This design comes from an exercise in tuning for small area, a short achievable clock period and few clock cycles per item on the open sky130 flow, not from production work. No functional check of the RTL was part of this run. Power figures rest on the tool's default switching activity, not on a simulated workload.

File: flow/design.v
module xcorr_sdp_ram #(parameter AW = 6,
                       parameter DW = 18)
                      (input clk,
                       input we,
                       input [AW-1:0] waddr,
                       input [DW-1:0] din,
                       input [AW-1:0] raddr,
                       output reg [DW-1:0] dout);
    reg [DW-1:0] mem [0:(1<<AW)-1];
    always @(posedge clk) begin
        if (we)
            mem[waddr] <= din;
        dout <= mem[raddr];
    end
endmodule
module mic_data_store #(parameter N = 64,
                        parameter AW = 6)
                       (input clk,
                        input rst_n,
                        input signed [17:0]mic_1,
                        input start,
                        input finish_left_or_right,
                        input [AW-1:0]adb_cnt,
                        output signed [17:0]out_data,
                        output output_done_flag);
    reg start_temp;
    reg start_flag;
    reg done_flag;
    reg [AW-1:0]ada_cnt;
    assign output_done_flag = done_flag;
    always @(posedge clk or negedge rst_n)begin
        if (!rst_n)
            start_temp <= 0;
        else
            start_temp <= start;
    end
    always @(posedge clk or negedge rst_n)begin
        if (!rst_n)begin
            start_flag <= 0;
            done_flag  <= 0;
        end
        else if (!start_temp&start&!start_flag&!done_flag) 
            start_flag <= 1'b1;
        else if (start_flag&finish_left_or_right&(ada_cnt == N-1))
        begin
            start_flag <= 1'b0;
            done_flag  <= 1'b1;
        end
    end
    always @(posedge clk or negedge rst_n)begin
        if (!rst_n)
            ada_cnt <= 0;
        else if (start_flag)
        begin
            if (finish_left_or_right)
                ada_cnt <= ada_cnt+1'b1;
        end
        else
            ada_cnt <= 0;
    end
    xcorr_sdp_ram #(.AW(AW), .DW(18)) ram_inst(
    .clk(clk),
    .we(start_flag&finish_left_or_right),
    .waddr(ada_cnt),
    .din(mic_1),
    .raddr(adb_cnt),
    .dout(out_data)
    );
endmodule
module xcorr(input clk,
             input rst_n,
             input start_flag,
             input finish_left,
             input finish_right,
             input signed[17:0]mic_1,
             input signed[17:0]mic_2,
             output reg[5:0]sequence_num,
             output reg finished,
             output reg finished_temp1);
    localparam N    = 256;          
    localparam AW   = 8;            
    localparam MAXS = 30;           
    localparam AccW = 36+AW;        
    reg finished_temp;
    wire data_ok_1_flag;
    wire data_ok_2_flag;
    wire data_ok_all_flag = data_ok_1_flag & data_ok_2_flag;
    reg [AW-1:0]mic_1_cnt;
    reg [AW-1:0]mic_2_cnt;
    reg [AW:0]remain;
    reg [5:0]shift_index;
    reg rd_valid;
    reg signed[AccW-1:0] mul_add_result;
    reg signed[AccW-1:0] mul_add_max;
    wire signed[17:0]data_out_1;
    wire signed[17:0]data_out_2;
    wire signed[35:0]product = data_out_1*data_out_2;
    wire [5:0]next_index = shift_index+6'd1;
    wire [5:0]next_back  = next_index-MAXS;
    localparam state_0 = 3'd0;   
    localparam state_1 = 3'd1;   
    localparam state_2 = 3'd2;   
    localparam state_3 = 3'd3;   
    localparam state_4 = 3'd4;   
    reg [2:0]state;
    always @(posedge clk or negedge rst_n) begin
        if (!rst_n)
        begin
            finished_temp  <= 0;
            finished_temp1 <= 0;
        end
        else
        begin
            finished_temp  <= finished;
            finished_temp1 <= finished_temp;
        end
    end
    always @(posedge clk or negedge rst_n) begin
        if (!rst_n)
            rd_valid <= 0;
        else
            rd_valid <= (state == state_1);
    end
    always @(posedge clk or negedge rst_n) begin
        if (!rst_n)
        begin
            state          <= state_0;
            mic_1_cnt      <= 0;
            mic_2_cnt      <= 0;
            remain         <= 0;
            shift_index    <= 0;
            finished       <= 0;
            mul_add_max    <= 0;
            mul_add_result <= 0;
            sequence_num   <= 0;
        end
        else
        begin
            if (rd_valid)
                mul_add_result <= mul_add_result+{{(AccW-36){product[35]}},product};
            case (state)
                state_0:
                begin
                    if (data_ok_all_flag)
                    begin
                        mic_1_cnt      <= 0;
                        mic_2_cnt      <= 0;
                        remain         <= N;
                        shift_index    <= 0;
                        mul_add_result <= 0;
                        state          <= state_1;
                    end
                end
                state_1:
                begin
                    mic_1_cnt <= mic_1_cnt+1'b1;
                    mic_2_cnt <= mic_2_cnt+1'b1;
                    remain    <= remain-1'b1;
                    if (remain == 1)
                        state <= state_2;
                end
                state_2:
                    state <= state_3;
                state_3:
                begin
                    if (mul_add_result > mul_add_max)
                    begin
                        mul_add_max  <= mul_add_result;
                        sequence_num <= shift_index;
                    end
                    mul_add_result <= 0;
                    shift_index    <= next_index;
                    if (next_index <= MAXS)
                    begin
                        state     <= state_1;
                        mic_1_cnt <= 0;
                        mic_2_cnt <= next_index;
                        remain    <= N-next_index;
                    end
                    else if (next_index <= 2*MAXS)
                    begin
                        state     <= state_1;
                        mic_1_cnt <= next_back;
                        mic_2_cnt <= 0;
                        remain    <= N-next_back;
                    end
                    else
                        state <= state_4;
                end
                state_4:
                    finished <= 1;
                default:
                    state <= state_0;
            endcase
        end
    end
    mic_data_store #(.N(N), .AW(AW)) mic_data_store_inst1(
    .clk(clk),
    .rst_n(rst_n),
    .mic_1(mic_1),
    .start(start_flag),
    .finish_left_or_right(finish_right),
    .adb_cnt(mic_1_cnt),
    .out_data(data_out_1),
    .output_done_flag(data_ok_1_flag));
    mic_data_store #(.N(N), .AW(AW)) mic_data_store_inst2(
    .clk(clk),
    .rst_n(rst_n),
    .mic_1(mic_2),
    .start(start_flag),
    .finish_left_or_right(finish_left),
    .adb_cnt(mic_2_cnt),
    .out_data(data_out_2),
    .output_done_flag(data_ok_2_flag));
endmodule
File: flow/run.sh
#!/bin/bash
# synth_recipe.tcl (not shown) runs the flow's synth.tcl, then flattens the netlist and writes it again
# the make line also repeats each setting of config.mk as NAME=value (left out here)
make -C /OpenROAD-flow-scripts/flow DESIGN_CONFIG=/design/flow/config.mk WORK_HOME=/design/flow/orfs CLKGATE_MAP_FILE= SYNTH_SCRIPT=/design/flow/synth_recipe.tcl finish
File: flow/config.mk
export PLATFORM = sky130hd
export DESIGN_NAME = xcorr
export DESIGN_NICKNAME = xcorr
export VERILOG_FILES = /design/flow/design.v
export SDC_FILE = /design/flow/constraint.sdc
export NUM_CORES = 4
export LEC_CHECK = 0
export CAP_MARGIN = 20
export CORE_MARGIN = 2
export CORE_UTILIZATION = 40
export PLACE_DENSITY = 0.6
export SLEW_MARGIN = 20
export SYNTH_MEMORY_MAX_BITS = 16384
File: flow/constraint.sdc
create_clock -name core_clock -period 12.0 [get_ports {clk}]
set_input_delay 2.4000 -clock core_clock [delete_from_list [all_inputs] [get_ports {clk}]]
set_output_delay 2.4000 -clock core_clock [all_outputs]
set_load 0.01 [all_outputs]
==> run notes <==
final setup violation count=0; number of port buffers=48; critical path peak fanout=18; worst slew pin tran=1180 ps; share of cells above drive strength 1=31.1%; asr flop ratio synth=~1.6%; critical path class=reg2reg; Via density=5.71; worst slack at placement=about 2500 ps; cells after synthesis=16097; relative slew slack=between 20 and 25%; DR vias=172593; post-synthesis register bit count=9405; hpwl dp=541000 um; Congestion Overflow GR=0; ranking of synthesized cells by area=edfxtp_1 (74%), mux4_2 (18%), fa_1 (1.8%); Period minus WS final=9460 ps; Critical Path RT=12960 ps; outcome=no timing/DRC/antenna violations; number of global-route vias before repair=173103; P per Cell Area=218 nW/um2; DRT iter0 DRCs=20589; CP endpoint kind=flip-flop; Main synth FF type=edfxtp_1; Max Clock Skew=192 ps; area leader, netlist=edfxtp_1; syn_area_per_cell=between 20 and 25 um2; top-area cell type share of the netlist area=74.0%; Setup Fix Bufs, Post-CTS=0; worst setup margin=between 2000 and 3000 ps; clock transition at the registers of the reported paths=about 60 ps; FP Rows=between 300 and 400; MaxCap Viol Count=0; Initial Util=40.1%; HP Class=reg2reg; first-pass GRT wire length=1330000 um; GP Congestion=0.793; Post-route DRC=0; CTS buffer count=949; CP arrival=10430 ps; hold path depth=0; Layout Nets=~17000; CTS tree=done; sequential share of the synthesized area=75.2%; most common cell in the netlist=edfxtp_1; worst reg-to-reg path cell count=29; Synth Cell Area=374000 um2; post-route ant nets=0; Avg WL per Cell=approximately 31 um; setup TNS=0 ps; Top-Level Pins=49; Total GRT Usage=19.5%; Cell variety after synth=62; EDFF count, synth=9216; clk latency of the worst-skew pair=1180 ps; DRT Pass-1 Iters=6; total power=roughly 92 mW; Max IR drop VDD=roughly 1.3 mV; area of the core=933000 um2; fmax=106 MHz; die area=943000 um2; Tcrit/Tclk final=between 70 and 80%; Slowest Stage Delay on Critical Path=between 700 and 800 ps; initial antenna violation count=65; CTS Sinks=9405; Filler Cell Count=76781; final hold vios=0; Total Wirelength=935000 um; total leakage power=129 nW; Syn Nets=16669; die height=about 970 um; CTS resizes=0; startpoint types=flip-flop; Slew Viols, Final=0; Synth top cells by count=edfxtp_1 (9216), mux4_2 (3060), nor2_1 (631); Die Wd=971 um; RSZ-0062 raised after global routing=false; largest net degree at the start of global routing=about 180; clk buf depth=5; CTS root buffer=clkbuf_16; H-tree Lvls=6; hold_buf cts=0; Layout area overhead=13.4%; synth warn=3; slowest cell on the critical path=xnor2_1
-- stage by stage --
step                      cell area (um2)  utilization (%)  instances  hold WS, ps
after floorplan                    374000                -      16097          331
after global placement             394000             42.2      28431          345
after detailed placement           394000             42.2      28436          344
after CTS                          424000             45.5      30171          333
after global routing               424000             45.5      30198          355
final                              425000             45.5      30224          336
-- worst max-delay path: cells and delay by family, from the launching register on --
family,cells,cell delay [ps]
muxes,2,400
DFF,1,730
adders and majority gates,8,4050
buffers and inverters,5,480
and+or+nand+nor,7,1580
xor gates and xnor gates,1,770
AOI/OAI and AO/OA,6,1350
-- flip-flops by register name, summed over array words and instances, names as in the netlist, 8 cells and up --
signal / count
mic_data_store_inst1.ram_inst.mem: 4608
mic_data_store_inst1.ram_inst.dout: 18
remain: 9
mic_1_cnt: 8
mic_data_store_inst2.ram_inst.dout: 18
mic_data_store_inst2.ada_cnt: 8
mic_data_store_inst1.ada_cnt: 8
mul_add_max: 44
mic_data_store_inst2.ram_inst.mem: 4608
mic_2_cnt: 8
mul_add_result: 44
-- placed cells by master (no fill, tap or decap), drive strengths merged, types with 23 or more instances in the layout --
master / count
edfxtp: 9216
mux4: 3060
clkbuf: 1171
buf: 679
nor2: 631
inv: 457
clkinv: 429
fa: 330
nand2: 273
ha: 201
and2: 196
dfrtp: 153
bufinv: 90
a21oi: 87
o21ai: 85
xnor2: 66
a21o: 58
mux2: 50
diode: 47
mux2i: 45
nand3: 39
dfxtp: 36
clkinvlp: 29
xor2: 28
nand4: 26
nor2b: 24
nand2b: 23
nor3: 23
-- power breakdown --
| part | switching [mW] | total, mW | internal [mW] |
|---|---|---|---|
| clock network | 12.5 | 29.1 | 16.7 |
| registers | 0.162 | 36.5 | 36.3 |
| logic | 16.3 | 26.9 | 10.6 |
-- worst paths after layout --
path | from | end | slack (ps)
max in group asynchronous | rst_n | mul_add_max[10] | 9260
min reg2reg | finished_temp | finished_temp1 | 340
max reg2reg | mic_data_store_inst1.ram_inst.dout[17] | mul_add_result[43] | 2540
min | finished_temp | finished_temp1 | 340
min in group asynchronous | rst_n | mic_data_store_inst2.ada_cnt[4] | 1180
max | mic_data_store_inst1.ram_inst.dout[17] | mul_add_result[43] | 2540
-- area by class of cell --
| class | instances | area, um2 | area share (%) |
|---|---|---|---|
| clock buffers | 1170 | 24900 | 5.87 |
| repair buffers | 691 | 6060 | 1.43 |
| clock inverters | 565 | 5540 | 1.30 |
| multi-input cells | 5411 | 89200 | 21.0 |
| flip-flops and latches | 9405 | 281000 | 66.3 |
| inverters | 440 | 1650 | 0.389 |
| well taps | 12495 | 15600 | 3.68 |
| diodes | 47 | 118 | 0.0277 |
-- routing by layer --
metal	global-route usage [%]	vias to the layer above	part of all wire (%)
met5	0	-	0.015
met4	5.22	20	2.8
met3	3.21	1247	7.5
met2	31.3	6832	48
met1	28.0	95132	41
li1	-	69362	-
-- kinds of logic after synthesis --
logic type	after synthesis	share of synthesized area, %
XOR/XNOR	94	0.220
AO/OA/AOI/OAI	341	0.578
buffers and inverters	1281	1.36
AND/OR/NAND/NOR	1290	1.54
flip-flops	9405	75.2
multiplexers	3155	18.7
adder cells (fa/ha/maj)	531	2.44

## what the ideal ports hide
The flow's constraints put no driver on any port. The routed layout listed below was extracted and timed again, unchanged, in two steps.
Step 1 assumes that a clkbuf_16 drives the clock port and a buf_2 every other input.
Step 2 times the ports against the registers' clock, not the clock port: input delays grow and output delays shrink by t, the midpoint of the rising clock arrivals with the driver on.
a / b / c = ideal / step 1 / step 2; a / b = the first two.
t, ns: 1.240
setup WS [ns]: 2.535 / 2.535 / 2.535
hold WS [ns]: 0.336 / 0.336 / 0.336
worst setup path after step 2: register to register
After both steps setup and hold are still met in this run. The setup slack of this run moves by 0.000 ns with the drivers and by 0.000 ns with both steps.
